What follows belongs to an exercise in optimizing a design on an open flow for small area, a short achievable clock period and few clock cycles; a production flow would make more cautious choices. RTL that was checked went through simulation tests only; none was proved equivalent to the original. Only the layout flow was run in runs 1, 2, 4 and 5; the RTL was not checked for function there. Power is estimated from default activity; no workload was simulated.

## standard.sh

```bash
#!/bin/bash
# synth_recipe.tcl (not shown) runs the flow's synth.tcl, then flattens the netlist and writes it again
# the make line also repeats each setting of config.mk as NAME=value (left out here)
make -C /OpenROAD-flow-scripts/flow DESIGN_CONFIG=/design/flow/config.mk WORK_HOME=/design/flow/orfs CLKGATE_MAP_FILE= SYNTH_SCRIPT=/design/flow/synth_recipe.tcl "${@:-finish}"
```

## flow/run.sh

```bash
#!/bin/bash
set -euo pipefail
ARGS=(SETUP_SLACK_MARGIN=7 'BUFFER_PORTS_ARGS=-buffer_cell sky130_fd_sc_hd__buf_2')
bash standard.sh "${ARGS[@]}" synth > synth.log 2>&1
SYNTH_ODB=orfs/results/$FLOW_PLATFORM/RISC_V_Pipeline/base/1_synth.odb openroad -no_init -exit flow/downsize.tcl > downsize.log 2>&1
bash standard.sh "${ARGS[@]}" finish > standard.log 2>&1
```

## design.v

```verilog
`timescale 1ns/1ns
module G_INV(a, y);            input a;          output y; assign y = ~a; endmodule
module G_NAND2(a, b, y);       input a, b;       output y; assign y = ~(a & b); endmodule
module G_NAND3(a, b, c, y);    input a, b, c;    output y; assign y = ~(a & b & c); endmodule
module G_NAND4(a, b, c, d, y); input a, b, c, d; output y; assign y = ~(a & b & c & d); endmodule
module G_NOR2(a, b, y);        input a, b;       output y; assign y = ~(a | b); endmodule
module G_AOI21(a, b, c, y);    input a, b, c;    output y; assign y = ~((a & b) | c); endmodule
module G_OAI21(a, b, c, y);    input a, b, c;    output y; assign y = ~((a | b) & c); endmodule
module G_AOI22(a, b, c, d, y); input a, b, c, d; output y; assign y = ~((a & b) | (c & d)); endmodule
module G_AO21(a, b, c, y);     input a, b, c;    output y; assign y = (a & b) | c; endmodule
module G_XOR2(a, b, y);        input a, b;       output y; assign y = a ^ b; endmodule
module G_XNOR2(a, b, y);       input a, b;       output y; assign y = ~(a ^ b); endmodule
module G_ANDN(a, bn, y);       input a, bn;      output y; assign y = a & ~bn; endmodule
module G_MUX2I(a0, a1, s, y);  input a0, a1, s;  output y; assign y = ~(s ? a1 : a0); endmodule
module G_MUX2(a0, a1, s, y);   input a0, a1, s;  output y; assign y = s ? a1 : a0; endmodule
module G_NOR3(a, b, c, y);     input a, b, c;    output y; assign y = ~(a | b | c); endmodule
module ReadBit(r, s, n0, n1);
    input [30:0] r, s;
    output n0, n1;
    wire [15:0] t;    
    wire [3:0] q;     
    genvar i;
    generate
        for (i = 0; i < 15; i = i + 1) begin : pr
            G_AOI22 g(.a(r[2*i]), .b(s[2*i]), .c(r[2*i+1]), .d(s[2*i+1]), .y(t[i]));
        end
    endgenerate
    G_NAND2 last(.a(r[30]), .b(s[30]), .y(t[15]));
    G_NAND4 q0(.a(t[0]),  .b(t[1]),  .c(t[2]),  .d(t[3]),  .y(q[0]));
    G_NAND4 q1(.a(t[4]),  .b(t[5]),  .c(t[6]),  .d(t[7]),  .y(q[1]));
    G_NAND4 q2(.a(t[8]),  .b(t[9]),  .c(t[10]), .d(t[11]), .y(q[2]));
    G_NAND4 q3(.a(t[12]), .b(t[13]), .c(t[14]), .d(t[15]), .y(q[3]));
    G_NOR2 h0(.a(q[0]), .b(q[1]), .y(n0));
    G_NOR2 h1(.a(q[2]), .b(q[3]), .y(n1));
endmodule
module IncDec(x, inc, dec);
    parameter N = 11;
    input [N-1:0] x;
    output [N-1:0] inc, dec;
    assign inc = x + 1'b1;
    assign dec = x - 1'b1;
endmodule
module Inc4(x, y);
    input [31:0] x;
    output [31:0] y;
    assign y = x + 32'd4;
endmodule
module KSAdder(x, ny, cin, s, ncout, eq);
    parameter N = 32;    
    localparam L = 5;
    input [N-1:0] x, ny;
    input cin;
    output [N-1:0] s;
    output ncout, eq;
    wire [N-1:0] g [0:L];
    wire [N-1:0] p [0:L];
    wire [N-1:0] p0;
    genvar i, l;
    generate
        for (i = 0; i < N; i = i + 1) begin : pg
            G_XNOR2 px(.a(x[i]), .b(ny[i]), .y(p0[i]));
            if (i == 0) begin : c0
                wire gx;
                G_ANDN gn(.a(x[i]), .bn(ny[i]), .y(gx));
                G_AO21 gc(.a(p0[i]), .b(cin), .c(gx), .y(g[0][i]));
            end else begin : cn
                G_ANDN gn(.a(x[i]), .bn(ny[i]), .y(g[0][i]));
            end
            assign p[0][i] = p0[i];
        end
        for (l = 1; l <= L; l = l + 1) begin : lv
            for (i = 0; i < N; i = i + 1) begin : b
                if (i >= (1 << (l - 1))) begin : m
                    if (l % 2 == 1) begin : odd    
                        G_AOI21 gc(.a(p[l-1][i]), .b(g[l-1][i - (1 << (l - 1))]), .c(g[l-1][i]), .y(g[l][i]));
                        if (i >= (1 << l)) begin : pp
                            G_NAND2 pc(.a(p[l-1][i]), .b(p[l-1][i - (1 << (l - 1))]), .y(p[l][i]));
                        end else begin : pz
                            assign p[l][i] = 1'b1;
                        end
                    end else begin : even          
                        G_OAI21 gc(.a(p[l-1][i]), .b(g[l-1][i - (1 << (l - 1))]), .c(g[l-1][i]), .y(g[l][i]));
                        if (i >= (1 << l)) begin : pp
                            G_NOR2 pc(.a(p[l-1][i]), .b(p[l-1][i - (1 << (l - 1))]), .y(p[l][i]));
                        end else begin : pz
                            assign p[l][i] = 1'b0;
                        end
                    end
                end else begin : t
                    G_INV gc(.a(g[l-1][i]), .y(g[l][i]));
                    assign p[l][i] = (l % 2 == 1) ? 1'b1 : 1'b0;
                end
            end
        end
        for (i = 0; i < N; i = i + 1) begin : sm
            if (i == 0) begin : s0
                G_XOR2 sx(.a(p0[0]), .b(cin), .y(s[0]));
            end else begin : so
                G_XNOR2 sx(.a(p0[i]), .b(g[L][i-1]), .y(s[i]));
            end
        end
        if (N == 32) begin : eqt
        wire [7:0] e1;
        wire [3:0] e2;
        wire ne;
        for (i = 0; i < 8; i = i + 1) begin : eq1
            G_NAND4 e(.a(p0[4*i]), .b(p0[4*i+1]), .c(p0[4*i+2]), .d(p0[4*i+3]), .y(e1[i]));
        end
        for (i = 0; i < 4; i = i + 1) begin : eq2
            G_NOR2 e(.a(e1[2*i]), .b(e1[2*i+1]), .y(e2[i]));
        end
        G_NAND4 eq3(.a(e2[0]), .b(e2[1]), .c(e2[2]), .d(e2[3]), .y(ne));
        G_INV eq4(.a(ne), .y(eq));
        end else begin : noeq
            assign eq = 1'b0;
        end
    endgenerate
    assign ncout = g[L][N-1];
endmodule
`timescale 1ns/1ns
module RISC_V_Pipeline(clk, rst, imem_addr, imem_rdata, dmem_addr, dmem_wdata, dmem_we, dmem_rdata);
    input clk, rst;
    output [31:0] imem_addr, dmem_addr, dmem_wdata;
    output dmem_we;
    input [31:0] imem_rdata, dmem_rdata;
    localparam OP_R    = 7'b0110011, OP_I    = 7'b0010011, OP_LOAD = 7'b0000011,
               OP_S    = 7'b0100011, OP_B    = 7'b1100011, OP_JALR = 7'b1100111,
               OP_JAL  = 7'b1101111, OP_LUI  = 7'b0110111;
    reg [31:0] pcF;
    reg        rdr;           
    reg [3:0]  rdrO;          
    reg [31:0] rdrT;
    reg [31:0] irX;
    reg        vX;
    reg [31:0] altX;          
    reg [31:1] selA, selB;    
    reg [31:1] selA2, selB2;  
    reg        fwdA, fwdB;    
    reg        fwdSD;         
    reg xLoad, xStore, xJalr, xImm, xWr;
    reg xAddB, xAddNB;        
    reg xAddNI;               
    reg xCin;                 
    reg xEq, xNe, xLt, xGe;   
    reg rSum, rSlt, rSltu, rXor, rOr, rAnd, rLui, rLink;
    reg [31:0] mRes, mWdata;
    reg        mWe, mRegW, mLoad;
    reg [4:0]  mRd;
    reg [31:0] rf [1:31];
    wire [31:0] fa = rdr ? rdrT : pcF;
    wire [31:0] fa4;
    Inc4 faInc(.x(fa), .y(fa4));
    genvar j, r;
    generate
        for (j = 0; j < 32; j = j + 1) begin : fo
            G_MUX2 m(.a0(pcF[j]), .a1(rdrT[j]), .s(rdrO[j / 8]), .y(imem_addr[j]));
        end
    endgenerate
    assign dmem_addr  = mRes;
    assign dmem_wdata = mWdata;
    assign dmem_we    = mWe;
    wire [31:0] wbData = mLoad ? dmem_rdata : mRes;
    always @(posedge clk) begin
        if (mRegW)
            rf[mRd] <= wbData;
    end
    wire [4:0] rd = irX[11:7];
    wire [31:0] immI = {{20{irX[31]}}, irX[31:20]};
    wire [31:0] immS = {{20{irX[31]}}, irX[31:25], irX[11:7]};
    wire [31:0] immU = {irX[31:12], 12'b0};
    wire [31:0] imm = xStore ? immS : immI;
    wire [31:0] a, b;
    generate
        for (j = 0; j < 32; j = j + 1) begin : rdbit
            wire [30:0] col;
            for (r = 1; r < 32; r = r + 1) begin : c
                assign col[r-1] = rf[r][j];
            end
            wire a0, a1, b0, b1, fa_n, fb_n;
            ReadBit ra(.r(col), .s(j < 16 ? selA : selA2), .n0(a0), .n1(a1));
            ReadBit rb(.r(col), .s(j < 16 ? selB : selB2), .n0(b0), .n1(b1));
            G_NAND2 fan(.a(fwdA), .b(mRes[j]), .y(fa_n));
            G_NAND2 fbn(.a(fwdB), .b(mRes[j]), .y(fb_n));
            G_NAND3 ao(.a(a0), .b(a1), .c(fa_n), .y(a[j]));
            G_NAND3 bo(.a(b0), .b(b1), .c(fb_n), .y(b[j]));
        end
    endgenerate
    wire [31:0] tImm = ({32{xImm}} & imm) | ({32{xAddNI}} & ~imm);
    wire [31:0] uOp = tImm | {32{xAddB}};
    wire [31:0] vOp = tImm | {32{xAddNB}};
    wire [31:0] nOpAdd;
    wire [31:0] sum;
    wire nCout, eqB;
    generate
        for (j = 0; j < 32; j = j + 1) begin : opm
            G_MUX2I m(.a0(vOp[j]), .a1(uOp[j]), .s(b[j]), .y(nOpAdd[j]));
        end
    endgenerate
    KSAdder #(32) adder(.x(a), .ny(nOpAdd), .cin(xCin), .s(sum), .ncout(nCout), .eq(eqB));
    wire [31:0] opB = (xImm | xAddNI) ? imm : b;
    wire ltu = nCout;
    wire lts = (a[31] ^ opB[31]) ? a[31] : ltu;
    wire [31:0] resOther = ({32{rSlt}} & {31'd0, lts}) |
                         ({32{rSltu}} & {31'd0, ltu}) |
                         ({32{rXor}} & (a ^ opB)) |
                         ({32{rOr}} & (a | opB)) |
                         ({32{rAnd}} & (a & opB)) |
                         ({32{rLui}} & immU) |
                         ({32{rLink}} & altX);
    wire [31:0] result;
    generate
        for (j = 0; j < 32; j = j + 1) begin : rs
            G_AO21 m(.a(sum[j]), .b(rSum), .c(resOther[j]), .y(result[j]));
        end
    endgenerate
    wire sgnDiff = a[31] ^ opB[31];
    wire ltIfC = sgnDiff ? (a[31] ? xLt : xGe) : xLt;     
    wire ltIfNC = sgnDiff ? (a[31] ? xLt : xGe) : xGe;    
    wire tLt, tEq, nRedir;
    G_MUX2 mlt(.a0(ltIfNC), .a1(ltIfC), .s(nCout), .y(tLt));
    G_MUX2 meq(.a0(xNe), .a1(xEq), .s(eqB), .y(tEq));
    G_NOR3 rd3(.a(tLt), .b(tEq), .c(xJalr), .y(nRedir));
    wire redirect;
    wire [3:0] redirectO;
    G_ANDN rda(.a(vX), .bn(nRedir), .y(redirect));
    generate
        for (j = 0; j < 4; j = j + 1) begin : rdo
            G_ANDN rdb(.a(vX), .bn(nRedir), .y(redirectO[j]));
        end
    endgenerate
    wire [31:0] target;
    generate
        for (j = 0; j < 32; j = j + 1) begin : tg
            G_MUX2 m(.a0(altX[j]), .a1(sum[j]), .s(xJalr), .y(target[j]));
        end
    endgenerate
    wire [6:0] opcF = imem_rdata[6:0];
    wire [2:0] f3F  = imem_rdata[14:12];
    wire [4:0] rdF  = imem_rdata[11:7];
    wire [4:0] rs1F = imem_rdata[19:15];
    wire [4:0] rs2F = imem_rdata[24:20];
    wire fR = opcF == OP_R, fI = opcF == OP_I, fLoad = opcF == OP_LOAD, fS = opcF == OP_S,
         fB = opcF == OP_B, fJalr = opcF == OP_JALR, fJal = opcF == OP_JAL, fLui = opcF == OP_LUI;
    wire fAlu = fR | fI;
    wire useRs1F = fAlu | fLoad | fS | fB | fJalr;
    wire useRs2F = fR | fB;            
    wire pJal = opcF[3];
    wire pB = opcF[6] & ~opcF[2];
    wire bwd = imem_rdata[31];
    wire predF = pJal | (pB & bwd);
    wire [20:0] offF = pJal ? {imem_rdata[31], imem_rdata[19:12], imem_rdata[20], imem_rdata[30:21], 1'b0}
                            : {{9{imem_rdata[31]}}, imem_rdata[7], imem_rdata[30:25], imem_rdata[11:8], 1'b0};
    wire [20:0] lowF;
    wire lowNC;
    KSAdder #(21) tadder(.x(fa[20:0]), .ny(~offF), .cin(1'b0), .s(lowF), .ncout(lowNC), .eq());
    wire [10:0] hiInc, hiDec;
    IncDec #(11) hiIncDec(.x(fa[31:21]), .inc(hiInc), .dec(hiDec));
    wire [10:0] hiIfC = bwd ? fa[31:21] : hiInc;
    wire [10:0] hiIfNC = bwd ? hiDec : fa[31:21];
    wire xWrites = vX & xWr;
    wire matchA = xWrites & (rd == rs1F);
    wire matchB = xWrites & (rd == rs2F);
    wire hold = xLoad & ((matchA & useRs1F) | (matchB & useRs2F));
    reg [31:1] selAF, selBF, decA, decB;
    integer k;
    always @(*) begin
        for (k = 1; k < 32; k = k + 1) begin
            decA[k] = (rs1F == k);
            decB[k] = (rs2F == k);
            selAF[k] = decA[k] & ~matchA;
            selBF[k] = decB[k] & ~matchB;
        end
    end
    wire [31:1] selAF2, selBF2;
    generate
        for (j = 1; j < 32; j = j + 1) begin : sd
            G_ANDN ga(.a(decA[j]), .bn(matchA), .y(selAF2[j]));
            G_ANDN gb(.a(decB[j]), .bn(matchB), .y(selBF2[j]));
        end
    endgenerate
    wire takeP = ~hold & predF;
    wire takeA = pB & ~bwd;
    wire [31:0] seqNext = hold ? fa : fa4;
    wire [10:0] pcHiC = takeP ? hiIfC : seqNext[31:21];
    wire [10:0] pcHiNC = takeP ? hiIfNC : seqNext[31:21];
    wire [10:0] altHiC = takeA ? hiIfC : fa4[31:21];
    wire [10:0] altHiNC = takeA ? hiIfNC : fa4[31:21];
    wire [31:0] pcNext, altNext;
    generate
        for (j = 0; j < 21; j = j + 1) begin : pn
            G_MUX2 m(.a0(seqNext[j]), .a1(lowF[j]), .s(takeP), .y(pcNext[j]));
            G_MUX2 n(.a0(fa4[j]), .a1(lowF[j]), .s(takeA), .y(altNext[j]));
        end
        for (j = 21; j < 32; j = j + 1) begin : ph
            G_MUX2 m(.a0(pcHiC[j-21]), .a1(pcHiNC[j-21]), .s(lowNC), .y(pcNext[j]));
            G_MUX2 n(.a0(altHiC[j-21]), .a1(altHiNC[j-21]), .s(lowNC), .y(altNext[j]));
        end
    endgenerate
    always @(posedge clk or posedge rst) begin
        if (rst) begin
            pcF <= 32'd0;
            rdr <= 1'b0;
            rdrO <= 4'd0;
            vX <= 1'b0;
            mWe <= 1'b0;
            mRegW <= 1'b0;
            mLoad <= 1'b0;
        end else begin
            rdr <= redirect;
            rdrO <= redirectO;
            vX <= ~redirect & ~hold;
            pcF <= pcNext;
            mWe <= vX & xStore;
            mRegW <= xWrites;
            mLoad <= xWrites & xLoad;
        end
    end
    always @(posedge clk) begin
        irX <= imem_rdata;
        altX <= altNext;
        selA <= selAF;
        selB <= selBF;
        selA2 <= selAF2;
        selB2 <= selBF2;
        fwdA <= matchA & ~xLoad;
        fwdB <= matchB & ~xLoad;
        fwdSD <= matchB & xLoad;
        xLoad <= fLoad;
        xStore <= fS;
        xJalr <= fJalr;
        xImm <= (fI & ~f3F[1]) | fLoad | fS | fJalr;
        xAddNI <= fI & f3F[1];
        xAddB <= fR & ~imem_rdata[30] & ~f3F[1];
        xAddNB <= (fR & (imem_rdata[30] | f3F[1])) | fB;
        xCin <= (fR & (imem_rdata[30] | f3F[1])) | (fI & f3F[1]) | fB;
        xWr <= (fAlu | fLoad | fJalr | fJal | fLui) & (rdF != 5'd0);
        xEq <= fB & ((f3F == 3'd0) & ~bwd | (f3F == 3'd1) & bwd);
        xNe <= fB & ((f3F == 3'd1) & ~bwd | (f3F == 3'd0) & bwd);
        xLt <= fB & ((f3F == 3'd4) & ~bwd | (f3F == 3'd5) & bwd);
        xGe <= fB & ((f3F == 3'd5) & ~bwd | (f3F == 3'd4) & bwd);
        rSum <= (fAlu & (f3F == 3'd0)) | fLoad | fS;
        rSlt <= fAlu & (f3F == 3'd2);
        rSltu <= fAlu & (f3F == 3'd3);
        rXor <= fAlu & (f3F == 3'd4);
        rOr <= fAlu & (f3F == 3'd6);
        rAnd <= fAlu & (f3F == 3'd7);
        rLui <= fLui;
        rLink <= fJal | fJalr;
        rdrT <= target;
        mRes <= result;
        mWdata <= fwdSD ? dmem_rdata : b;
        mRd <= rd;
    end
endmodule
```

## flow/downsize.tcl

```tcl
# Set every combinational cell of the synthesized netlist to its drive
# strength 1 (where the library has one); placement and timing repair then
# size up only the cells that need it. Flip-flops are left as synthesized.
read_db $::env(SYNTH_ODB)
set db [ord::get_db]
set n 0
foreach inst [[ord::get_db_block] getInsts] {
    set name [[$inst getMaster] getName]
    if {[regexp {^sky130_fd_sc_hd__([a-z0-9]+)_([0-9]+)$} $name -> base drv]} {
        if {$drv > 1 && ![regexp {^(df|edf|sdf|dl|conb|tap|fill|decap|clk)} $base]} {
            set m [$db findMaster "sky130_fd_sc_hd__${base}_1"]
            if {$m ne "NULL"} {
                $inst swapMaster $m
                incr n
            }
        }
    }
}
puts "downsized $n cells"
write_db $::env(SYNTH_ODB)
```

## config.mk

```make
export PLATFORM = sky130hd
export DESIGN_NAME = RISC_V_Pipeline
export DESIGN_NICKNAME = RISC_V_Pipeline
export VERILOG_FILES = /design/flow/design.v
export SDC_FILE = /design/flow/constraint.sdc
export NUM_CORES = 4
export LEC_CHECK = 0
export CAP_MARGIN = 20
export CORE_MARGIN = 2
export CORE_UTILIZATION = 40
export CTS_CLUSTER_DIAMETER = 70
export CTS_CLUSTER_SIZE = 26
export PLACE_DENSITY = 0.5
export SETUP_SLACK_MARGIN = 5
export SLEW_MARGIN = 20
export SYNTH_HIERARCHICAL = 1
```

## constraint.sdc

```tcl
create_clock -name core_clock -period 11.0 [get_ports {clk}]
set_input_delay 2.2000 -clock core_clock [delete_from_list [all_inputs] [get_ports {clk}]]
set_output_delay 2.2000 -clock core_clock [all_outputs]
set_load 0.01 [all_outputs]
```

==> results of run 1 <==
through the flow:
step                      cell area (um^2)  util, %  setup WS [ns]  power, mW
after floorplan                      60200        -           6.51       7.19
after global placement               64000     43.2           5.48       7.99
after detailed placement             64000     43.2           5.42       8.00
after CTS                            69300     46.8           6.94       12.5
after global routing                 70000     47.2           6.93       13.0
final                                70000     47.2           6.96       12.6
metal layers:
layer / track usage, % / vias up
li1: - / 19800
met1: 43.8 / 23700
met2: 48.0 / 2747
met3: 5.80 / 447
met4: 12.8 / 18
met5: 0 / -
power groups by stage:
stage / clock network, mW / registers, mW / logic [mW]
after floorplan: 0 / 5.81 / 1.38
after global placement: 0 / 5.94 / 2.05
after detailed placement: 0 / 5.94 / 2.06
after CTS: 4.42 / 5.83 / 2.25
after global routing: 4.61 / 5.84 / 2.53
final: 4.37 / 5.82 / 2.37
final cells by class:
cell class              instances  area [um^2]  area share (%)
flip-flops and latches       1339        37100            53.0
well taps                    1930         2410            3.45
multi-input cells            3273        23700            33.8
clock inverters                84         1290            1.85
repair buffers                305         2150            3.08
inverters                     157          598           0.855
clock buffers                 114         2750            3.92
layout by cell type (no fill, tap or decap), types with 110 or more instances in the layout:
cell,n
buf_2,136
a21oi_1,129
nand4_1,291
nor2_1,269
a22oi_1,960
nor2b_1,125
edfxtp_1,992
clkbuf_16,110
dfxtp_1,220
mux2_1,167
nand2_1,317
buf_4,135
inv_1,153
worst max-delay path: stages, from the launching register on:
cell and delay (ns):
dfxtp_2 0.50, a22oi_1 0.31, nand4_1 0.26, nor2_2 0.29, nand3_2 0.25, mux2i_2 0.25, xnor2_2 0.31, nand2_1 0.16
nor2_2 0.22, nand2_1 0.16, nor2_1 0.23, a21oi_4 0.11, mux2_1 0.37, nor3_4 0.25, buf_4 0.17, nor2b_1 0.05
worst paths after layout:
kind	to	slack, ns	cells after the start
setup / recovery	rdrO[3]$_DFF_PP0_	6.96	15
hold / removal	rdrT[10]$_DFF_P_	0.48	1
min in group asynchronous	pcF[8]$_DFF_PP0_	1.59	3
setup reg to reg	rdrO[3]$_DFF_PP0_	6.96	15
max in group asynchronous	mLoad$_DFF_PP0_	8.93	3
hold reg to reg	rdrT[10]$_DFF_P_	0.48	1
state kept, by name, indices dropped and copies added, names as in the netlist, 4 cells and up:
name / count
altX: 32
irX: 25
mRd: 5
mRes: 32
mWdata: 32
pcF: 32
rdrO: 4
rdrT: 32
rf: 992
selA: 31
selA2: 31
selB: 31
selB2: 31
timing repair:
| action | in CTS | in global routing |
|---|---|---|
| endpoints found under the hold margin | 0 | 0 |
| setup endpoints to repair | 150 | 112 |
| buffers inserted | 14 | 15 |
| gates cloned | 2 | 1 |
| pin swaps | 19 | 30 |
| resized for setup | 304 | 120 |
==> notes.md, run 1 <==
- # setup viols final: 0
- DP HPWL: 165,000 um
- CP Max Fanout: 16
- Maxcap violations: 0
- First-pass GRT wire length: 338,000 um
- Core Area: 0.148 mm^2
- Critical Path AT: 4.69 ns
- WL/cell: about 34 um
- Global placement routability congestion: 0.990
- CTS buffer count: ~100
- Switch share: 30.9%
- Worst Max-Slew Pin Slew: 1.09 ns
- Via count: approximately 47,000
- Fillers: 13,500
- Die area: 0.153 mm^2
- Wire length on met2: 110,000 um
- Clk_skew: approximately 0.048 ns
- TritonCTS clock tree: built
- Share of total power in sequential cells: 46.4%
- Dpl cells: 6,972
- DR iter-0 viols: around 7,000
- Root Buffer: clkbuf_16
- WHS: 0.480 ns
- DIE WIDTH: approximately 400 um
- Fin. max-slew vios: 0
- Share of cells above drive strength 1: 17.4%
- # DRC: 0
- CP required: 11.65 ns
- Hold path startpoint: altX[10]$_DFF_P_
- Setup CP Type: register to register
- Top Ports: ~160
- Core Rows: 141
- Unrepaired setup endpoints after global routing: yes
- Top sig layer: met5
- Hold Fails Final Rpt: 0
- Final worst path period share: 36.7%
- Buffers on Ports: 162
- Post-Route Setup TNS: 0 ns
- Tmin final: 4.04 ns
- CP Launch Point: selB2[27]$_DFF_P_
- Die H: around 390 um
- Aggregate routed wire length: 247,000 um
- First-pass detailed-route iteration total: 7
- Power Density: approximately 180 mW/mm^2
- Worst slew margin: 27.3%
- Reg clk slew, reported paths: approximately 0.090 ns
- VDD IR max: approximately 0.00012 V
- Status: complete, no violations
- DR vias/cell: 6.48
- Net Switching: 3.87 mW
- Gate power share: between 10% and 20%
- DRT met1 WL: 102,000 um
- Mapped Avg Cell Area: 12.3 um^2
- Global route overflow: 0
- CP Launch Type: register
- Clock buffer depth: 3
- Reg2reg start: selB2[27]$_DFF_P_
- Crit path capture type: register
- DR WL met3: 22,900 um
- Yosys Warn Count: 9
- Antenna cells: 0
- CTS Hold Bufs: 0
- Later-pin clock latency in the skew report: 0.77 ns
- Clock share of power: 34.8%
- Post-Layout Cell Count: 7,202
- Lkg Pwr: 24.8 nW
- Initial antenna violation count: 13
- Achievable clock frequency: around 250 MHz
- Initial Utilization: 40.4%
- Layout area overhead: 16.9%
- Largest net degree at the start of global routing: 42
- Int Pwr: between 8 and 9 mW
- Nets@finish: 5,313
- # H-tree levels: 3
- Gr usage total: a little under a third
- Mapped cell area: 0.0599 mm^2
- Clock sinks: around 1,300
- Min-delay worst type: register to register
- ANT nets after route: 0
- Synth Instances: 4,861
- Vias in the first global route: 43,300
==> inputs of run 2 (changes only) <==
--- a/design.v
+++ b/design.v
@@ -216,16 +216,15 @@
     wire sgnDiff = a[31] ^ opB[31];
     wire ltIfC = sgnDiff ? (a[31] ? xLt : xGe) : xLt;     
     wire ltIfNC = sgnDiff ? (a[31] ? xLt : xGe) : xGe;    
-    wire tLt, tEq, nRedir;
-    G_MUX2 mlt(.a0(ltIfNC), .a1(ltIfC), .s(nCout), .y(tLt));
-    G_MUX2 meq(.a0(xNe), .a1(xEq), .s(eqB), .y(tEq));
-    G_NOR3 rd3(.a(tLt), .b(tEq), .c(xJalr), .y(nRedir));
-    wire redirect;
-    wire [3:0] redirectO;
-    G_ANDN rda(.a(vX), .bn(nRedir), .y(redirect));
+    wire tEq = eqB ? xEq : xNe;
+    wire redirIfC = vX & (xJalr | tEq | ltIfC);
+    wire redirIfNC = vX & (xJalr | tEq | ltIfNC);
+    wire rdrNext;
+    wire [3:0] rdrONext;
+    G_MUX2I rda(.a0(~redirIfNC), .a1(~redirIfC), .s(nCout), .y(rdrNext));
     generate
         for (j = 0; j < 4; j = j + 1) begin : rdo
-            G_ANDN rdb(.a(vX), .bn(nRedir), .y(redirectO[j]));
+            G_MUX2I rdb(.a0(~redirIfNC), .a1(~redirIfC), .s(nCout), .y(rdrONext[j]));
         end
     endgenerate
     wire [31:0] target;
@@ -296,6 +295,8 @@
             G_MUX2 n(.a0(altHiC[j-21]), .a1(altHiNC[j-21]), .s(lowNC), .y(altNext[j]));
         end
     endgenerate
+    wire vXNext;
+    G_MUX2I mvx(.a0(redirIfNC | hold), .a1(redirIfC | hold), .s(nCout), .y(vXNext));
     always @(posedge clk or posedge rst) begin
         if (rst) begin
             pcF <= 32'd0;
@@ -306,9 +307,9 @@
             mRegW <= 1'b0;
             mLoad <= 1'b0;
         end else begin
-            rdr <= redirect;
-            rdrO <= redirectO;
-            vX <= ~redirect & ~hold;
+            rdr <= rdrNext;
+            rdrO <= rdrONext;
+            vX <= vXNext;
             pcF <= pcNext;
             mWe <= vX & xStore;
             mRegW <= xWrites;
--- a/config.mk
+++ b/config.mk
@@ -7,10 +7,10 @@
 export LEC_CHECK = 0
 export CAP_MARGIN = 20
 export CORE_MARGIN = 2
-export CORE_UTILIZATION = 40
+export CORE_UTILIZATION = 45
 export CTS_CLUSTER_DIAMETER = 70
 export CTS_CLUSTER_SIZE = 26
-export PLACE_DENSITY = 0.5
+export PLACE_DENSITY = 0.62
 export SETUP_SLACK_MARGIN = 5
 export SLEW_MARGIN = 20
 export SYNTH_HIERARCHICAL = 1
==> run 2 against run 1 <==
Effect of this change: still clean on timing, DRC and antenna; first-iteration DRC count fell by 9.6%; area after synthesis barely moved; via count fell by 0.69%; setup slack got worse by 0.033 ns; die area fell by 11%; sequential share of layout area rose by 0.98 points; utilization rose by 5.0 points; wire length fell by 8.9%; design area fell by 1.7%; power fell by 4.8%; combinational power rose by 3%; critical path type unchanged; critical endpoint is now mRes[0]$_DFF_P_; largest cell class unchanged; highest routed layer unchanged.
==> notes.md, run 2 <==
- Aggregate routed wire length: 225,000 um (was 247,000 um)
- CP Launch Type: register (unchanged)
- Unrepaired setup endpoints after global routing: yes (unchanged)
- Most common cell after layout, fill and taps aside: edfxtp_1 (unchanged)
- Post-Route Setup TNS: 0 ns (unchanged)
- Sequential cell area: 0.0371 mm^2 (about the same)
- Nets@finish: 5,269 (was 5,313)
- Fin. max-slew vios: 0 (unchanged)
- Reg2reg start: selB[21]$_DFF_P_ (was selB2[27]$_DFF_P_)
- # H-tree levels: 3 (unchanged)
- # DRC: 0 (unchanged)
- Final worst setup slack: 6.93 ns (was 6.96 ns)
- Max reg flops: 992 (unchanged)
- Lkg Pwr: 24.0 nW (was 24.8 nW)
- Worst slew margin: 21.9% (was 27.3%)
- Global route overflow: 0 (unchanged)
- Maxcap violations: 0 (unchanged)
- DR iter-0 viols: 6,290 (was 6,961)
- Pre-CTS setup slack: 5.06 ns (was 5.42 ns)
- CTS Hold Bufs: 0 (unchanged)
- Clk_skew: 0.0390 ns (was 0.0481 ns)
- Mapped Avg Cell Area: 12.3 um^2 (about the same)
- Hold path depth: 0 (was 1)
- Core Rows: 133 (was 141)
- Later-pin clock latency in the skew report: 0.76 ns (was 0.77 ns)
- RR Endpoint: mRes[0]$_DFF_P_ (was rdrO[3]$_DFF_PP0_)
- Area of placed instances: 0.0634 mm^2 (was 0.0640 mm^2)
- Area of the multi-input gates: 0.0237 mm^2 (about the same)
- Die H: 369 um (was 391 um)
- Yosys Warn Count: 9 (unchanged)
- Synth Instances: 4,856 (was 4,861)
- Critical path, cell by cell: buf_4 > a22oi_1 > nand4_1 > nor2_1 > nand3_2 > mux2i_2 > xnor2_2 > a21o_1 > a21oi_1 > o21ai_1 > a21oi_1 > o21ai_1 > a21oi_4 > mux2_1 > nand2_1 > o2111ai_1 > a21o_1 (was a22oi_1 > nand4_1 > nor2_2 > nand3_2 > mux2i_2 > xnor2_2 > nand2_1 > nor2_2 > nand2_1 > nor2_1 > a21oi_4 > mux2_1 > nor3_4 > buf_4 > nor2b_1)
- Reg clk slew, reported paths: 0.10 ns (was 0.09 ns)
- Via count: 46,400 (was 46,700)
- VDD IR max: 0.000139 V (was 0.000123 V)
- Hold Fails Final Rpt: 0 (unchanged)
- Status: complete, no violations (unchanged)
- Gr usage total: 32.0% (was 31.3%)
- CP peak stage delay: 0.33 ns (was 0.50 ns)
- Worst path buffer plus inverter count: 1 (unchanged)
- Die area: 0.136 mm^2 (was 0.153 mm^2)
- Reg2Reg Depth: 17 (was 15)
- Hold path startpoint: irX[9]$_DFF_P_ (was altX[10]$_DFF_P_)
- Design area: 0.0688 mm^2 (was 0.0700 mm^2)
- First-pass GRT wire length: 314,000 um (was 338,000 um)
- Clock sinks: 1,339 (unchanged)
- Tmin final: 4.07 ns (was 4.04 ns)
- ANT nets after route: 0 (unchanged)
- CTS buffer count: 86 (was 104)
- Setup CP Type: register to register (unchanged)
- Root Buffer: clkbuf_16 (unchanged)
- Mapped cell area: 0.0598 mm^2 (was 0.0599 mm^2)
- Slowest cell on the critical path: mux2_1 (was dfxtp_2)
- Core Area: 0.132 mm^2 (was 0.148 mm^2)
- Clock buffer depth: 3 (unchanged)
- WHS Endpoint: mRd[2]$_DFF_P_ (was rdrT[10]$_DFF_P_)
- DR vias/cell: 6.66 (was 6.48)
- CP Max Fanout: 16 (unchanged)
- Largest net degree at the start of global routing: 65 (was 42)
- # setup viols final: 0 (unchanged)
- Top Ports: 163 (unchanged)
- First-pass detailed-route iteration total: 9 (was 7)
- Share of cells above drive strength 1: 16.7% (was 17.4%)
- Reg with most FFs: rf (unchanged)
- Buffers on Ports: 162 (unchanged)
- Fillers: 11,400 (was 13,500)
- Worst Max-Slew Pin Slew: 1.17 ns (was 1.09 ns)
- Min-delay worst type: register to register (unchanged)
- Initial Utilization: 45.4% (was 40.4%)
- Reg2Reg Setup Slack: 6.93 ns (was 6.96 ns)
- Initial antenna violation count: 16 (was 13)
- Final worst path period share: 37.0% (was 36.7%)
- Global placement routability congestion: 0.991 (was 0.990)
- Critical Path AT: 4.69 ns (about the same)
- DIE WIDTH: 369 um (was 391 um)
- Achievable clock frequency: 246 MHz (was 248 MHz)
- TritonCTS clock tree: built (unchanged)
- Power Density: 174 mW/mm^2 (was 179 mW/mm^2)
- WL/cell: 32.3 um (was 34.3 um)
- Crit path capture type: register (unchanged)
- CP required: 11.62 ns (was 11.65 ns)
- Commonest cells after routing, fill and taps aside: edfxtp_1 (992), a22oi_1 (960), nand2_1 (329), nor2_1 (293), nand4_1 (278) (was edfxtp_1 (992), a22oi_1 (960), nand2_1 (317), nand4_1 (291), nor2_1 (269))
- CP top delay family: compound AO/OA/AOI/OAI gates (was simple AND/OR/NAND/NOR gates)
- DP HPWL: 150,000 um (was 165,000 um)
- Vias in the first global route: 43,300 (about the same)
- Layout area overhead: 14.9% (was 16.9%)
[run 2: area by class of cell]
class,instances,share of cell area (%)
flip-flops and latches,1339,54.0
repair buffers,279,2.93
well taps,1755,3.19
repair inverters,1,0.00728
multi-input cells,3273,34.5
inverters,156,0.863
clock inverters,65,1.26
diodes,1,0.00364
clock buffers,97,3.28
[run 2: through the flow]
stage          utilization, %  instances  power (mW)  hold slack [ns]
2_1_floorplan               -       4858        7.24            0.385
3_3_place_gp             48.1       6746        7.99            0.438
3_5_place_dp             48.1       6746        8.02            0.440
4_1_cts                  51.4       6931        11.8            0.422
5_1_grt                  52.2       6965        12.3            0.425
6_report                 52.2       6966        12.0            0.427
[run 2: what timing repair did]
action	in CTS	in global routing
buffers inserted	19	33
endpoints found under the setup margin	156	95
cloned	4	1
resized for setup	282	186
pin swaps	6	61
[run 2: how the worst max path moves through the flow]
stage                                 start                end  cells past startpoint
after floorplan               imem_rdata[3]  pcF[26]$_DFF_PP0_                     11
after global placement       imem_rdata[31]   altX[23]$_DFF_P_                     11
after detailed placement     imem_rdata[31]   altX[22]$_DFF_P_                     11
after CTS                 rdrO[3]$_DFF_PP0_      imem_addr[31]                      3
after global routing       selB[21]$_DFF_P_    mRes[0]$_DFF_P_                     17
final                      selB[21]$_DFF_P_    mRes[0]$_DFF_P_                     17
[run 2: worst register-to-register path, cell delays in order, from the launching register on]
cell,delay (ns)
dfxtp_1,0.31
buf_4,0.21
a22oi_1,0.25
nand4_1,0.22
nor2_1,0.27
nand3_2,0.22
mux2i_2,0.31
xnor2_2,0.18
a21o_1,0.18
a21oi_1,0.10
o21ai_1,0.26
a21oi_1,0.16
o21ai_1,0.28
a21oi_4,0.18
mux2_1,0.34
nand2_1,0.15
o2111ai_1,0.13
a21o_1,0.19
[run 2: report_power, final]
group          internal, mW  switching [mW]  total, mW
sequential             5.60           0.252       5.85
combinational          1.02            1.41       2.43
clock                  1.66            2.01       3.67
[run 2: layer usage]
metal | up-vias | track usage [%] | part of all wire (%)
met3 | 479 | 7.53 | 11
li1 | 19700 | - | -
met2 | 2980 | 48.9 | 44
met4 | 26 | 14.3 | 5.4
met5 | - | 0 | 0.072
met1 | 23200 | 43.4 | 39
==> inputs of run 3 (changes only) <==
--- a/design.v
+++ b/design.v
@@ -198,22 +198,21 @@
     endgenerate
     KSAdder #(32) adder(.x(a), .ny(nOpAdd), .cin(xCin), .s(sum), .ncout(nCout), .eq(eqB));
     wire [31:0] opB = (xImm | xAddNI) ? imm : b;
-    wire ltu = nCout;
-    wire lts = (a[31] ^ opB[31]) ? a[31] : ltu;
-    wire [31:0] resOther = ({32{rSlt}} & {31'd0, lts}) |
-                         ({32{rSltu}} & {31'd0, ltu}) |
-                         ({32{rXor}} & (a ^ opB)) |
+    wire sgnDiff = a[31] ^ opB[31];
+    wire [31:0] resOther = ({32{rXor}} & (a ^ opB)) |
                          ({32{rOr}} & (a | opB)) |
                          ({32{rAnd}} & (a & opB)) |
                          ({32{rLui}} & immU) |
                          ({32{rLink}} & altX);
     wire [31:0] result;
     generate
-        for (j = 0; j < 32; j = j + 1) begin : rs
+        for (j = 1; j < 32; j = j + 1) begin : rs
             G_AO21 m(.a(sum[j]), .b(rSum), .c(resOther[j]), .y(result[j]));
         end
     endgenerate
-    wire sgnDiff = a[31] ^ opB[31];
+    wire res0Base = (rSum & sum[0]) | resOther[0] | (rSlt & sgnDiff & a[31]);
+    wire res0IfC = res0Base | (rSlt & ~sgnDiff) | rSltu;    
+    G_MUX2 mr0(.a0(res0Base), .a1(res0IfC), .s(nCout), .y(result[0]));
     wire ltIfC = sgnDiff ? (a[31] ? xLt : xGe) : xLt;     
     wire ltIfNC = sgnDiff ? (a[31] ? xLt : xGe) : xGe;    
     wire tEq = eqB ? xEq : xNe;
==> run 3 against run 2 <==
Effect of this change: via count decreased by 0.16%; sequential share of layout area increased by 0.65 points; highest routed layer unchanged; first-iteration DRC count increased by 10%; maximum frequency decreased by 0.51%; power decreased by 2.3%; combinational power decreased by 6%; largest power group unchanged; global-route usage increased by 0.15 points; critical path type unchanged; area after synthesis about the same; clock skew increased by 0.0053 ns; largest cell class unchanged; synthesized cell count increased by 0.29%; critical path depth decreased by 4.
==> notes.md, run 3 <==
- Status: complete, no violations (unchanged)
- Critical path, cell by cell: a22oi_1 > nand4_1 > nor2_2 > nand3_2 > mux2i_2 > xnor2_2 > nand2_1 > nor2_1 > nand2_1 > o21ai_1 > inv_1 > xnor2_1 > mux2_1 (was buf_4 > a22oi_1 > nand4_1 > nor2_1 > nand3_2 > mux2i_2 > xnor2_2 > a21o_1 > a21oi_1 > o21ai_1 > a21oi_1 > o21ai_1 > a21oi_4 > mux2_1 > nand2_1 > o2111ai_1 > a21o_1)
- Clk_skew: 0.0443 ns (was 0.0390 ns)
- Fin. max-slew vios: 0 (unchanged)
- Yosys Warn Count: 9 (unchanged)
- CTS Hold Bufs: 0 (unchanged)
- Die area: 0.136 mm^2 (about the same)
- Power Total: 11.7 mW (was 12.0 mW)
- Worst Max-Slew Pin Slew: 1.15 ns (was 1.17 ns)
- Reg clk slew, reported paths: 0.10 ns (about the same)
- Die H: 369 um (about the same)
- Later-pin clock latency in the skew report: 0.74 ns (was 0.76 ns)
- Share of cells above drive strength 1: 15.4% (was 16.7%)
- Commonest cells after routing, fill and taps aside: edfxtp_1 (992), a22oi_1 (960), nand2_1 (320), nand4_1 (289), nor2_1 (287) (was edfxtp_1 (992), a22oi_1 (960), nand2_1 (329), nor2_1 (293), nand4_1 (278))
- Post-Route Setup TNS: 0 ns (unchanged)
- Largest net degree at the start of global routing: 42 (was 65)
- DIE WIDTH: 369 um (about the same)
- Via count: 46,300 (was 46,400)
- M1 GR Usage: 43.3% (was 43.4%)
- Setup CP Type: register to register (unchanged)
- Max reg flops: 992 (unchanged)
- Met3 usage: 7.37% (was 7.53%)
- Crit path capture type: register (unchanged)
- Slowest cell on the critical path: dfxtp_2 (was mux2_1)
- Power Density: 172 mW/mm^2 (was 174 mW/mm^2)
- CP top delay family: simple AND/OR/NAND/NOR gates (was compound AO/OA/AOI/OAI gates)
- ANT nets after route: 0 (unchanged)
- Synth Instances: 4,870 (was 4,856)
- Reg with most FFs: rf (unchanged)
- Tmin final: 4.09 ns (was 4.07 ns)
- Aggregate routed wire length: 226,000 um (was 225,000 um)
- Met2 usage: 49.1% (was 48.9%)
- First-pass detailed-route iteration total: 9 (unchanged)
- Achievable clock frequency: 244 MHz (was 246 MHz)
- Mapped cell area: 0.0599 mm^2 (was 0.0598 mm^2)
- Reg2Reg Setup Slack: 6.91 ns (was 6.93 ns)
- Clock sinks: 1,339 (unchanged)
- # H-tree levels: 3 (unchanged)
- DP HPWL: 152,000 um (was 150,000 um)
- WL/cell: 32.6 um (was 32.3 um)
- Clock buffer depth: 3 (unchanged)
- Gr usage total: 32.1% (was 32.0%)
- Most common cell after layout, fill and taps aside: edfxtp_1 (unchanged)
- Final worst path period share: 37.2% (was 37.0%)
- # DRC: 0 (unchanged)
- Lkg Pwr: 24.0 nW (about the same)
- Global placement routability congestion: 1.00 (was 0.991)
- Layout area overhead: 13.3% (was 14.9%)
- Fillers: 11,500 (was 11,400)
- Critical Path AT: 4.68 ns (was 4.69 ns)
- Core Rows: 133 (unchanged)
- TritonCTS clock tree: built (unchanged)
- CP Max Fanout: 16 (unchanged)
- Top Ports: 163 (unchanged)
- Area of placed instances: 0.0636 mm^2 (was 0.0634 mm^2)
- DR vias/cell: 6.67 (was 6.66)
- Min-delay worst type: register to register (unchanged)
- Maxcap violations: 0 (unchanged)
- CP peak stage delay: 0.49 ns (was 0.33 ns)
- Sequential cell area: 0.0371 mm^2 (about the same)
- First-pass GRT wire length: 315,000 um (was 314,000 um)
- Hold Fails Final Rpt: 0 (unchanged)
- Vias in the first global route: 43,200 (was 43,300)
- Root Buffer: clkbuf_16 (unchanged)
- Worst path buffer plus inverter count: 1 (unchanged)
- VDD IR max: 0.000118 V (was 0.000139 V)
- # setup viols final: 0 (unchanged)
- Worst slew margin: 23.1% (was 21.9%)
- DR iter-0 viols: 6,927 (was 6,290)
- CP required: 11.59 ns (was 11.62 ns)
- Unrepaired setup endpoints after global routing: yes (unchanged)
- Global route overflow: 0 (unchanged)
- Nets@finish: 5,249 (was 5,269)
- GRT Max-Usage Layer: met2 (unchanged)
- Buffers on Ports: 162 (unchanged)
- Area of the multi-input gates: 0.0234 mm^2 (was 0.0237 mm^2)
- Mapped Avg Cell Area: 12.3 um^2 (about the same)
- Core Area: 0.132 mm^2 (unchanged)
- Initial Utilization: 45.4% (about the same)
- CP Launch Type: register (unchanged)
- CTS buffer count: 83 (was 86)
- Initial antenna violation count: 8 (was 16)
- Design area: 0.0678 mm^2 (was 0.0688 mm^2)
- Critical Path Most Common Cell: nand2_1
==> run 3: routing by layer <==
| metal | share of wire (%) | vias to the layer above |
|---|---|---|
| met3 | 11 | 479 |
| met4 | 5.5 | 6 |
| met5 | 0.015 | - |
| met2 | 44 | 3090 |
| met1 | 39 | 23000 |
| li1 | - | 19700 |
==> run 3: worst paths after layout <==
check	from	end	depth (start not counted)
setup / recovery	selB[15]$_DFF_P_	rdrT[10]$_DFF_P_	13
hold / removal	altX[22]$_DFF_P_	rdrT[22]$_DFF_P_	1
setup reg to reg	selB[15]$_DFF_P_	rdrT[10]$_DFF_P_	13
hold reg to reg	altX[22]$_DFF_P_	rdrT[22]$_DFF_P_	1
max in group asynchronous	rst	rdrO[3]$_DFF_PP0_	3
min in group asynchronous	rst	pcF[3]$_DFF_PP0_	3
==> run 3: power by group <==
| part | leakage [nW] | internal (mW) | switching [mW] | total (mW) |
|---|---|---|---|---|
| combinational | 9.96 | 0.947 | 1.35 | 2.29 |
| sequential | 12.6 | 5.60 | 0.242 | 5.84 |
| clock | 1.42 | 1.60 | 1.94 | 3.54 |
==> run 3: final cells by class <==
type	count	share of cell area, %
Clock buffer	105	3.32
Clock inverter	48	0.988
Tap cell	1755	3.24
Multi-Input combinational cell	3280	34.5
Antenna cell	4	0.0148
Sequential cell	1339	54.6
Timing Repair Buffer	253	2.44
Inverter	159	0.883
==> run 3: stage by stage <==
| stage | utilization, % | std cells | setup WS (ns) | hold WS, ns |
|---|---|---|---|---|
| after floorplan | - | 4872 | 6.52 | 0.386 |
| after global placement | 48.2 | 6761 | 5.31 | 0.460 |
| after detailed placement | 48.2 | 6762 | 5.26 | 0.464 |
| after CTS | 51.0 | 6922 | 6.94 | 0.483 |
| after global routing | 51.5 | 6939 | 6.90 | 0.503 |
| final | 51.5 | 6943 | 6.91 | 0.478 |
==> run 3: timing repair <==
action | CTS | global route
cloned | 2 | 1
endpoints found under the hold margin | 0 | 0
gates resized for setup | 205 | 137
setup buffers | 5 | 15
endpoints found under the setup margin | 141 | 110
pin swaps | 3 | 22
Testbench counts of run 3, summed over its fixed seeds: cycles 19,810.
==> inputs of run 4 (changes only) <==
--- a/design.v
+++ b/design.v
@@ -134,7 +134,6 @@
     reg        vX;
     reg [31:0] altX;          
     reg [31:1] selA, selB;    
-    reg [31:1] selA2, selB2;  
     reg        fwdA, fwdB;    
     reg        fwdSD;         
     reg xLoad, xStore, xJalr, xImm, xWr;
@@ -177,8 +176,8 @@
                 assign col[r-1] = rf[r][j];
             end
             wire a0, a1, b0, b1, fa_n, fb_n;
-            ReadBit ra(.r(col), .s(j < 16 ? selA : selA2), .n0(a0), .n1(a1));
-            ReadBit rb(.r(col), .s(j < 16 ? selB : selB2), .n0(b0), .n1(b1));
+            ReadBit ra(.r(col), .s(selA), .n0(a0), .n1(a1));
+            ReadBit rb(.r(col), .s(selB), .n0(b0), .n1(b1));
             G_NAND2 fan(.a(fwdA), .b(mRes[j]), .y(fa_n));
             G_NAND2 fbn(.a(fwdB), .b(mRes[j]), .y(fb_n));
             G_NAND3 ao(.a(a0), .b(a1), .c(fa_n), .y(a[j]));
@@ -259,23 +258,14 @@
     wire matchA = xWrites & (rd == rs1F);
     wire matchB = xWrites & (rd == rs2F);
     wire hold = xLoad & ((matchA & useRs1F) | (matchB & useRs2F));
-    reg [31:1] selAF, selBF, decA, decB;
+    reg [31:1] selAF, selBF;
     integer k;
     always @(*) begin
         for (k = 1; k < 32; k = k + 1) begin
-            decA[k] = (rs1F == k);
-            decB[k] = (rs2F == k);
-            selAF[k] = decA[k] & ~matchA;
-            selBF[k] = decB[k] & ~matchB;
+            selAF[k] = (rs1F == k) & ~matchA;
+            selBF[k] = (rs2F == k) & ~matchB;
         end
     end
-    wire [31:1] selAF2, selBF2;
-    generate
-        for (j = 1; j < 32; j = j + 1) begin : sd
-            G_ANDN ga(.a(decA[j]), .bn(matchA), .y(selAF2[j]));
-            G_ANDN gb(.a(decB[j]), .bn(matchB), .y(selBF2[j]));
-        end
-    endgenerate
     wire takeP = ~hold & predF;
     wire takeA = pB & ~bwd;
     wire [31:0] seqNext = hold ? fa : fa4;
@@ -320,8 +310,6 @@
         altX <= altNext;
         selA <= selAF;
         selB <= selBF;
-        selA2 <= selAF2;
-        selB2 <= selBF2;
         fwdA <= matchA & ~xLoad;
         fwdB <= matchB & ~xLoad;
         fwdSD <= matchB & xLoad;
==> run 4 against run 3 <==
Effect of this change: synthesized cell count down 5.7%; area after synthesis down 3.8%; wire length up 3.3%; clock skew up 0.012 ns; maximum frequency down 1.4%; non-clock buffer count up 61; first-iteration DRC count up 12%; design area down 1.7%; power about the same; setup slack worse by 0.057 ns; critical path type unchanged; largest power group unchanged; highest routed layer unchanged.
==> notes.md, run 4 <==
- Status: complete, no violations (unchanged)
- Core Rows: 131 (was 133)
- GRT Max-Usage Layer: met2 (unchanged)
- Design area: 0.0667 mm^2 (was 0.0678 mm^2)
- Max reg flops: 992 (unchanged)
- Reg with most FFs: rf (unchanged)
- Die area: 0.131 mm^2 (was 0.136 mm^2)
- Area of placed instances: 0.0617 mm^2 (was 0.0636 mm^2)
- Later-pin clock latency in the skew report: 0.76 ns (was 0.74 ns)
- CTS buffer count: 88 (was 83)
- First-pass detailed-route iteration total: 10 (was 9)
- Unrepaired setup endpoints after global routing: yes (unchanged)
- Buffers on Ports: 162 (unchanged)
- Clk_skew: 0.0561 ns (was 0.0443 ns)
- CP required: 11.59 ns (about the same)
- WHS: 0.505 ns (was 0.478 ns)
- Initial Utilization: 45.2% (was 45.4%)
- Share of cells above drive strength 1: 16.3% (was 15.4%)
- # setup viols final: 0 (unchanged)
- Power Total: 11.7 mW (about the same)
- Most common cell after layout, fill and taps aside: edfxtp_1 (unchanged)
- Post-Route Setup TNS: 0 ns (unchanged)
- Tmin final: 4.15 ns (was 4.09 ns)
- Hold Fails Final Rpt: 0 (unchanged)
- # H-tree levels: 3 (unchanged)
- Crit path capture type: register (unchanged)
- Core Area: 0.127 mm^2 (was 0.132 mm^2)
- TritonCTS clock tree: built (unchanged)
- DR iter-0 viols: 7,729 (was 6,927)
- Met3 usage: 11.8% (was 7.37%)
- Worst path buffer plus inverter count: 1 (unchanged)
- ANT nets after route: 0 (unchanged)
- Largest net degree at the start of global routing: 42 (unchanged)
- Hold path depth: 1 (unchanged)
- Min-delay worst type: register to register (unchanged)
- Final worst setup slack: 6.85 ns (was 6.91 ns)
- Root Buffer: clkbuf_16 (unchanged)
- Global placement routability congestion: 0.976 (was 1.00)
- Final worst path period share: 37.7% (was 37.2%)
- Hold path startpoint: altX[23]$_DFF_P_ (was altX[22]$_DFF_P_)
- Fin. max-slew vios: 0 (unchanged)
- Aggregate routed wire length: 233,000 um (was 226,000 um)
- DIE WIDTH: 362 um (was 369 um)
- Core Util, Final: 52.4% (was 51.5%)
- Vias in the first global route: 43,500 (was 43,200)
- RR Endpoint: rdrT[26]$_DFF_P_ (was rdrT[10]$_DFF_P_)
- Lkg Pwr: 23.2 nW (was 24.0 nW)
- DP HPWL: 142,000 um (was 152,000 um)
- Pre-CTS setup slack: 5.79 ns (was 5.26 ns)
- Worst slew margin: 21.1% (was 23.1%)
- Sequential cell area: 0.0357 mm^2 (was 0.0371 mm^2)
- Top Ports: 163 (unchanged)
- Fillers: 10,900 (was 11,500)
- CP Launch Type: register (unchanged)
- Yosys Warn Count: 9 (unchanged)
- Critical Path AT: 4.74 ns (was 4.68 ns)
- Nets@finish: 5,056 (was 5,249)
- Dpl cells: 6,470 (was 6,762)
- Clock buffer depth: 3 (unchanged)
- Clock sinks: 1,277 (was 1,339)
- Achievable clock frequency: 241 MHz (was 244 MHz)
- Reg2Reg Setup Slack: 6.85 ns (was 6.91 ns)
- Mapped cell area: 0.0576 mm^2 (was 0.0599 mm^2)
- CTS Hold Bufs: 0 (unchanged)
- Area of the multi-input gates: 0.0229 mm^2 (was 0.0234 mm^2)
- Power Density: 175 mW/mm^2 (was 172 mW/mm^2)
- Commonest cells after routing, fill and taps aside: edfxtp_1 (992), a22oi_1 (982), nand2_1 (316), nand4_1 (278), dfxtp_1 (239) (was edfxtp_1 (992), a22oi_1 (960), nand2_1 (320), nand4_1 (289), nor2_1 (287))
- DR vias/cell: 6.92 (was 6.67)
- CP Max Fanout: 32 (was 16)
- Synth Instances: 4,592 (was 4,870)
- Global route overflow: 0 (unchanged)
- Via count: 46,100 (was 46,300)
- Setup CP Type: register to register (unchanged)
- Layout area overhead: 15.8% (was 13.3%)
- Mapped Avg Cell Area: 12.5 um^2 (was 12.3 um^2)
- Die H: 362 um (was 369 um)
- First-pass GRT wire length: 320,000 um (was 315,000 um)
- CP peak stage delay: 0.45 ns (was 0.49 ns)
- # DRC: 0 (unchanged)
- Post-Layout Cell Count: 6,665 (was 6,943)
- Reg2Reg Depth: 13 (unchanged)
- M1 GR Usage: 45.1% (was 43.3%)
- VDD IR max: 0.000129 V (was 0.000118 V)
- Met2 usage: 50.9% (was 49.1%)
- Critical path, cell by cell: buf_4 > a22oi_1 > nand4_1 > nor2_2 > nand3_1 > xnor2_2 > nand2_1 > nor2_1 > nand2_1 > o21ai_1 > a21oi_2 > xnor2_1 > mux2_1 (was a22oi_1 > nand4_1 > nor2_2 > nand3_2 > mux2i_2 > xnor2_2 > nand2_1 > nor2_1 > nand2_1 > o21ai_1 > inv_1 > xnor2_1 > mux2_1)
- Reg clk slew, reported paths: 0.10 ns (about the same)
- Worst Max-Slew Pin Slew: 1.18 ns (was 1.15 ns)
- Initial antenna violation count: 25 (was 8)
- WL/cell: 35.0 um (was 32.6 um)
- Reg2reg start: selA[23]$_DFF_P_ (was selB[15]$_DFF_P_)
- Gr usage total: 34.5% (was 32.1%)
- Critical Path Most Common Cell: nand2_1 (unchanged)
- WHS Endpoint: rdrT[23]$_DFF_P_ (was rdrT[22]$_DFF_P_)
- CP top delay family: simple AND/OR/NAND/NOR gates (unchanged)
- Maxcap violations: 0 (unchanged)
- Slowest cell on the critical path: nor2_2 (was dfxtp_2)
## run 4: per-layer routing
| layer | vias to the layer above | routed length (um) |
|---|---|---|
| li1 | 19000 | - |
| met1 | 22900 | 88400 |
| met2 | 3558 | 101000 |
| met3 | 648 | 32200 |
| met4 | 12 | 11700 |
| met5 | - | 69 |
## run 4: repair_timing
item,4_1_cts,5_1_grt
buffers inserted,9,14
pin swaps,3,35
resized for setup,180,158
gates cloned,1,0
endpoints found under the setup margin,160,118
## run 4: report_power, final
group,internal (mW),total (mW),leakage (nW),switching [mW]
Combinational,0.968,2.40,9.63,1.43
Sequential,5.37,5.56,12.0,0.189
Clock,1.71,3.72,1.55,2.00
Total,8.06,11.7,23.2,3.62
## run 4: worst max path at each step
stage	start	end	slack [ns]	cells past startpoint
after CTS	rdrO[1]$_DFF_PP0_	imem_addr[8]	6.91	3
after global placement	imem_rdata[3]	pcF[26]$_DFF_PP0_	5.74	9
after detailed placement	imem_rdata[3]	pcF[29]$_DFF_PP0_	5.79	9
after global routing	rdrO[1]$_DFF_PP0_	imem_addr[15]	6.94	3
final	selA[23]$_DFF_P_	rdrT[26]$_DFF_P_	6.85	13
after floorplan	imem_rdata[3]	pcF[31]$_DFF_PP0_	6.71	10
## run 4: worst reg2reg max path, stage by stage, from the launching register on
cell and delay (ns):
dfxtp_1 0.31, buf_4 0.29, a22oi_1 0.33, nand4_1 0.20
nor2_2 0.45, nand3_1 0.39, xnor2_2 0.41, nand2_1 0.18
nor2_1 0.26, nand2_1 0.13, o21ai_1 0.35, a21oi_2 0.15
xnor2_1 0.20, mux2_1 0.34
## run 4: area by class of cell
type,count,share of cell area (%)
timing repair buffer,314,3.25
tap,1662,3.12
sequential,1277,53.5
inverter,155,0.874
clock inverter,65,1.41
antenna,7,0.0263
clock buffer,98,3.45
multi-input combinational,3087,34.3
==> inputs of run 5 (changes only) <==
--- a/design.v
+++ b/design.v
@@ -133,9 +133,9 @@
     reg [31:0] irX;
     reg        vX;
     reg [31:0] altX;          
-    reg [31:1] selA, selB;    
+    reg [31:0] srcA, srcB;    
     reg        fwdA, fwdB;    
-    reg        fwdSD;         
+    reg        fwdLA, fwdLB;  
     reg xLoad, xStore, xJalr, xImm, xWr;
     reg xAddB, xAddNB;        
     reg xAddNI;               
@@ -170,18 +170,14 @@
     wire [31:0] imm = xStore ? immS : immI;
     wire [31:0] a, b;
     generate
-        for (j = 0; j < 32; j = j + 1) begin : rdbit
-            wire [30:0] col;
-            for (r = 1; r < 32; r = r + 1) begin : c
-                assign col[r-1] = rf[r][j];
-            end
-            wire a0, a1, b0, b1, fa_n, fb_n;
-            ReadBit ra(.r(col), .s(selA), .n0(a0), .n1(a1));
-            ReadBit rb(.r(col), .s(selB), .n0(b0), .n1(b1));
+        for (j = 0; j < 32; j = j + 1) begin : opx
+            wire fa_n, fb_n, la_n, lb_n;
             G_NAND2 fan(.a(fwdA), .b(mRes[j]), .y(fa_n));
             G_NAND2 fbn(.a(fwdB), .b(mRes[j]), .y(fb_n));
-            G_NAND3 ao(.a(a0), .b(a1), .c(fa_n), .y(a[j]));
-            G_NAND3 bo(.a(b0), .b(b1), .c(fb_n), .y(b[j]));
+            G_NAND2 lan(.a(fwdLA), .b(dmem_rdata[j]), .y(la_n));
+            G_NAND2 lbn(.a(fwdLB), .b(dmem_rdata[j]), .y(lb_n));
+            G_NAND3 ao(.a(~srcA[j]), .b(fa_n), .c(la_n), .y(a[j]));
+            G_NAND3 bo(.a(~srcB[j]), .b(fb_n), .c(lb_n), .y(b[j]));
         end
     endgenerate
     wire [31:0] tImm = ({32{xImm}} & imm) | ({32{xAddNI}} & ~imm);
@@ -239,8 +235,6 @@
     wire fR = opcF == OP_R, fI = opcF == OP_I, fLoad = opcF == OP_LOAD, fS = opcF == OP_S,
          fB = opcF == OP_B, fJalr = opcF == OP_JALR, fJal = opcF == OP_JAL, fLui = opcF == OP_LUI;
     wire fAlu = fR | fI;
-    wire useRs1F = fAlu | fLoad | fS | fB | fJalr;
-    wire useRs2F = fR | fB;            
     wire pJal = opcF[3];
     wire pB = opcF[6] & ~opcF[2];
     wire bwd = imem_rdata[31];
@@ -257,18 +251,35 @@
     wire xWrites = vX & xWr;
     wire matchA = xWrites & (rd == rs1F);
     wire matchB = xWrites & (rd == rs2F);
-    wire hold = xLoad & ((matchA & useRs1F) | (matchB & useRs2F));
+    wire mMatchA = mRegW & (mRd == rs1F) & ~matchA;
+    wire mMatchB = mRegW & (mRd == rs2F) & ~matchB;
     reg [31:1] selAF, selBF;
     integer k;
     always @(*) begin
         for (k = 1; k < 32; k = k + 1) begin
-            selAF[k] = (rs1F == k) & ~matchA;
-            selBF[k] = (rs2F == k) & ~matchB;
+            selAF[k] = (rs1F == k) & ~matchA & ~mMatchA;
+            selBF[k] = (rs2F == k) & ~matchB & ~mMatchB;
         end
     end
-    wire takeP = ~hold & predF;
+    wire [31:0] srcAF, srcBF;
+    generate
+        for (j = 0; j < 32; j = j + 1) begin : rdbit
+            wire [30:0] col;
+            for (r = 1; r < 32; r = r + 1) begin : c
+                assign col[r-1] = rf[r][j];
+            end
+            wire a0, a1, b0, b1, wa_n, wb_n;
+            ReadBit ra(.r(col), .s(selAF), .n0(a0), .n1(a1));
+            ReadBit rb(.r(col), .s(selBF), .n0(b0), .n1(b1));
+            G_NAND2 wan(.a(mMatchA), .b(wbData[j]), .y(wa_n));
+            G_NAND2 wbn(.a(mMatchB), .b(wbData[j]), .y(wb_n));
+            G_NAND3 ao(.a(a0), .b(a1), .c(wa_n), .y(srcAF[j]));
+            G_NAND3 bo(.a(b0), .b(b1), .c(wb_n), .y(srcBF[j]));
+        end
+    endgenerate
+    wire takeP = predF;
     wire takeA = pB & ~bwd;
-    wire [31:0] seqNext = hold ? fa : fa4;
+    wire [31:0] seqNext = fa4;
     wire [10:0] pcHiC = takeP ? hiIfC : seqNext[31:21];
     wire [10:0] pcHiNC = takeP ? hiIfNC : seqNext[31:21];
     wire [10:0] altHiC = takeA ? hiIfC : fa4[31:21];
@@ -285,7 +296,7 @@
         end
     endgenerate
     wire vXNext;
-    G_MUX2I mvx(.a0(redirIfNC | hold), .a1(redirIfC | hold), .s(nCout), .y(vXNext));
+    G_MUX2I mvx(.a0(redirIfNC), .a1(redirIfC), .s(nCout), .y(vXNext));
     always @(posedge clk or posedge rst) begin
         if (rst) begin
             pcF <= 32'd0;
@@ -308,11 +319,12 @@
     always @(posedge clk) begin
         irX <= imem_rdata;
         altX <= altNext;
-        selA <= selAF;
-        selB <= selBF;
+        srcA <= srcAF;
+        srcB <= srcBF;
         fwdA <= matchA & ~xLoad;
         fwdB <= matchB & ~xLoad;
-        fwdSD <= matchB & xLoad;
+        fwdLA <= matchA & xLoad;
+        fwdLB <= matchB & xLoad;
         xLoad <= fLoad;
         xStore <= fS;
         xJalr <= fJalr;
@@ -336,7 +348,7 @@
         rLink <= fJal | fJalr;
         rdrT <= target;
         mRes <= result;
-        mWdata <= fwdSD ? dmem_rdata : b;
+        mWdata <= b;
         mRd <= rd;
     end
 endmodule
==> run 5 against run 4 <==
Effect of this change: now fails the layout checks on antenna violations; combinational power grew 6%; sequential power grew 1%; die area grew 1.5%; via count grew 11%; sequential cell count grew 3; area after synthesis grew 1.5%; synthesized cell count grew 5.9%; wire length grew 17%; critical endpoint is now srcA[21]$_DFF_P_; highest routed layer unchanged.
==> notes.md, run 5 <==
- RR Endpoint: srcA[21]$_DFF_P_ (was rdrT[26]$_DFF_P_)
- Critical path depth: 14 (was 13)
- Yosys Warn Count: 9 (unchanged)
- Final worst path period share: 42.0% (was 37.7%)
- Share of cells above drive strength 1: 26.2% (was 16.3%)
- Status: failed layout checks (was complete, no violations)
- Share of total power in sequential cells: 48.0% (was 47.6%)
- Switch share: 32.1% (was 31.0%)
- DR WL met3: 40,400 um (was 32,200 um)
- Min-delay worst type: register to register (unchanged)
- CP top delay family: simple AND/OR/NAND/NOR gates (unchanged)
- Aggregate routed wire length: 272,000 um (was 233,000 um)
- Commonest cells after routing, fill and taps aside: edfxtp_1 (992), a22oi_1 (782), nand2_1 (460), nand4_1 (280), dfxtp_1 (243) (was edfxtp_1 (992), a22oi_1 (982), nand2_1 (316), nand4_1 (278), dfxtp_1 (239))
- Top Ports: 163 (unchanged)
- Gr usage total: 36.2% (was 34.5%)
- Buffers on Ports: 162 (unchanged)
- WHS: 0.494 ns (was 0.505 ns)
- Reg2Reg Depth: 13 (unchanged)
- CTS buffer count: 82 (was 88)
- Initial Utilization: 45.3% (was 45.2%)
- DP HPWL: 149,000 um (was 142,000 um)
- CP Max Fanout: 8 (was 32)
- Gate power share: 21.7% (was 20.5%)
- Later-pin clock latency in the skew report: 0.75 ns (was 0.76 ns)
- Top sig layer: met5 (unchanged)
- SO Viols: antenna violations
- First-pass GRT wire length: 340,000 um (was 320,000 um)
- ANT nets after route: 1 (was 0)
- Setup CP Type: primary input to register (was register to register)
- Net Switching: 3.77 mW (was 3.62 mW)
- DR iter-0 viols: 9,073 (was 7,729)
- Core Area: 0.129 mm^2 (was 0.127 mm^2)
- Achievable clock frequency: 217 MHz (was 241 MHz)
- DRT met1 WL: 93,600 um (was 88,400 um)
- # setup viols final: 0 (unchanged)
- Clock share of power: 30.3% (was 31.8%)
- Max reg flops: 992 (unchanged)
- Clock buffer depth: 3 (unchanged)
- Initial antenna violation count: 11 (was 25)
- Core Rows: 132 (was 131)
- Reg2reg start: mRd[4]$_DFF_P_ (was selA[23]$_DFF_P_)
- Fillers: 10,300 (was 10,900)
- Hold path startpoint: altX[8]$_DFF_P_ (was altX[23]$_DFF_P_)
- Wire length on met2: 114,000 um (was 101,000 um)
- Critical Path AT: 5.22 ns (was 4.74 ns)
- First-pass detailed-route iteration total: 7 (was 10)
- Hold path depth: 1 (unchanged)
- Clk_skew: 0.0480 ns (was 0.0561 ns)
- Reg with most FFs: rf (unchanged)
==> run 5: power by group through the flow <==
stage / combinational (mW) / clock, mW / sequential, mW
after floorplan: 1.39 / 0 / 5.60
after global placement: 2.11 / 0 / 5.72
after detailed placement: 2.12 / 0 / 5.72
after CTS: 2.31 / 3.55 / 5.62
after global routing: 2.66 / 3.72 / 5.64
final: 2.55 / 3.56 / 5.63
==> run 5: how the worst max path moves through the flow <==
stage,endpoint,start,slack [ns]
6_report,srcA[21]$_DFF_P_,imem_rdata[15],6.39
5_1_grt,srcA[21]$_DFF_P_,imem_rdata[15],6.47
4_1_cts,imem_addr[15],rdrO[1]$_DFF_PP0_,6.95
3_5_place_dp,altX[26]$_DFF_P_,imem_rdata[31],5.20
3_3_place_gp,srcA[27]$_DFF_P_,imem_rdata[15],5.18
2_1_floorplan,srcB[0]$_DFF_P_,imem_rdata[23],6.63
==> run 5: area by class of cell <==
cell class | count | area, um^2 | area share (%)
Clock inverter | 62 | 883 | 1.19
Tap cell | 1742 | 2180 | 2.92
Sequential cell | 1280 | 35800 | 48.0
Multi-Input combinational cell | 3270 | 26000 | 34.8
Clock buffer | 88 | 2140 | 2.87
Antenna cell | 14 | 35.0 | 0.0470
Inverter | 221 | 842 | 1.13
Timing Repair Buffer | 587 | 6710 | 9.00
==> run 5: repair_timing <==
action | in CTS | in global routing
pin swaps | 93 | 272
buffers inserted | 32 | 175
cloned | 34 | 53
endpoints found under the setup margin | 206 | 180
gates resized for setup | 441 | 540
hold buffers | 0 | 0
==> run 5: per-stage QoR <==
stage          instances  util, %  power [mW]  area, um^2  worst slack, ns
2_1_floorplan       4863        -        7.00       60000             6.63
3_3_place_gp        6804     49.3        7.83       63700             5.18
3_5_place_dp        6805     49.3        7.84       63700             5.20
4_1_cts             7021     54.0        11.5       69800             6.95
5_1_grt             7250     57.7        12.0       74500             6.47
6_report            7264     57.7        11.7       74500             6.39
==> run 5: per-layer routing <==
layer,GRT usage (%),vias to the layer above
met2,53.9,4744
met1,47.0,25200
met3,9.46,1123
met4,22.8,8
li1,-,20400
met5,0,-

==> separate check: timing with driven ports <==
Ports are ideal in the flow. The routed layouts listed here were re-timed in OpenROAD.
Step 1 sets driving cells, clkbuf_16 on the clock port and buf_2 on the other inputs (assumed; they add their load-dependent delay and slew).
Step 2 adds t to the input delays and takes it off the output delays; t is the mean of the earliest and latest rising clock arrival at the registers after step 1. Input paths then give back, and output paths get back, about the clock's delay inside the block.
a / b / c = ideal ports / drivers / drivers and shift; a / b = the first two.
run	shift t [ns]	setup WS [ns]	hold slack, ns	clock arrival spread, ns	slew at the worst register clock pin (ns)
run 1	0.826	6.962 / 6.909 / 6.279	0.480 / 0.480 / 0.480	0.051 / 0.051	0.10 / 0.10
run 2	0.808	6.930 / 6.862 / 6.175	0.427 / 0.427 / 0.427	0.046 / 0.046	0.11 / 0.11
run 3	0.793	6.909 / 6.909 / 6.212	0.478 / 0.478 / 0.478	0.046 / 0.047	0.10 / 0.10
run 4	0.816	6.851 / 6.851 / 6.241	0.505 / 0.505 / 0.505	0.071 / 0.071	0.10 / 0.10
run 5	0.811	6.385 / 6.421 / 5.609	0.494 / 0.494 / 0.494	0.053 / 0.053	0.11 / 0.11
The setup slack of run 5, which loses most, moves by +0.036 ns with the drivers and by -0.776 ns with both steps.
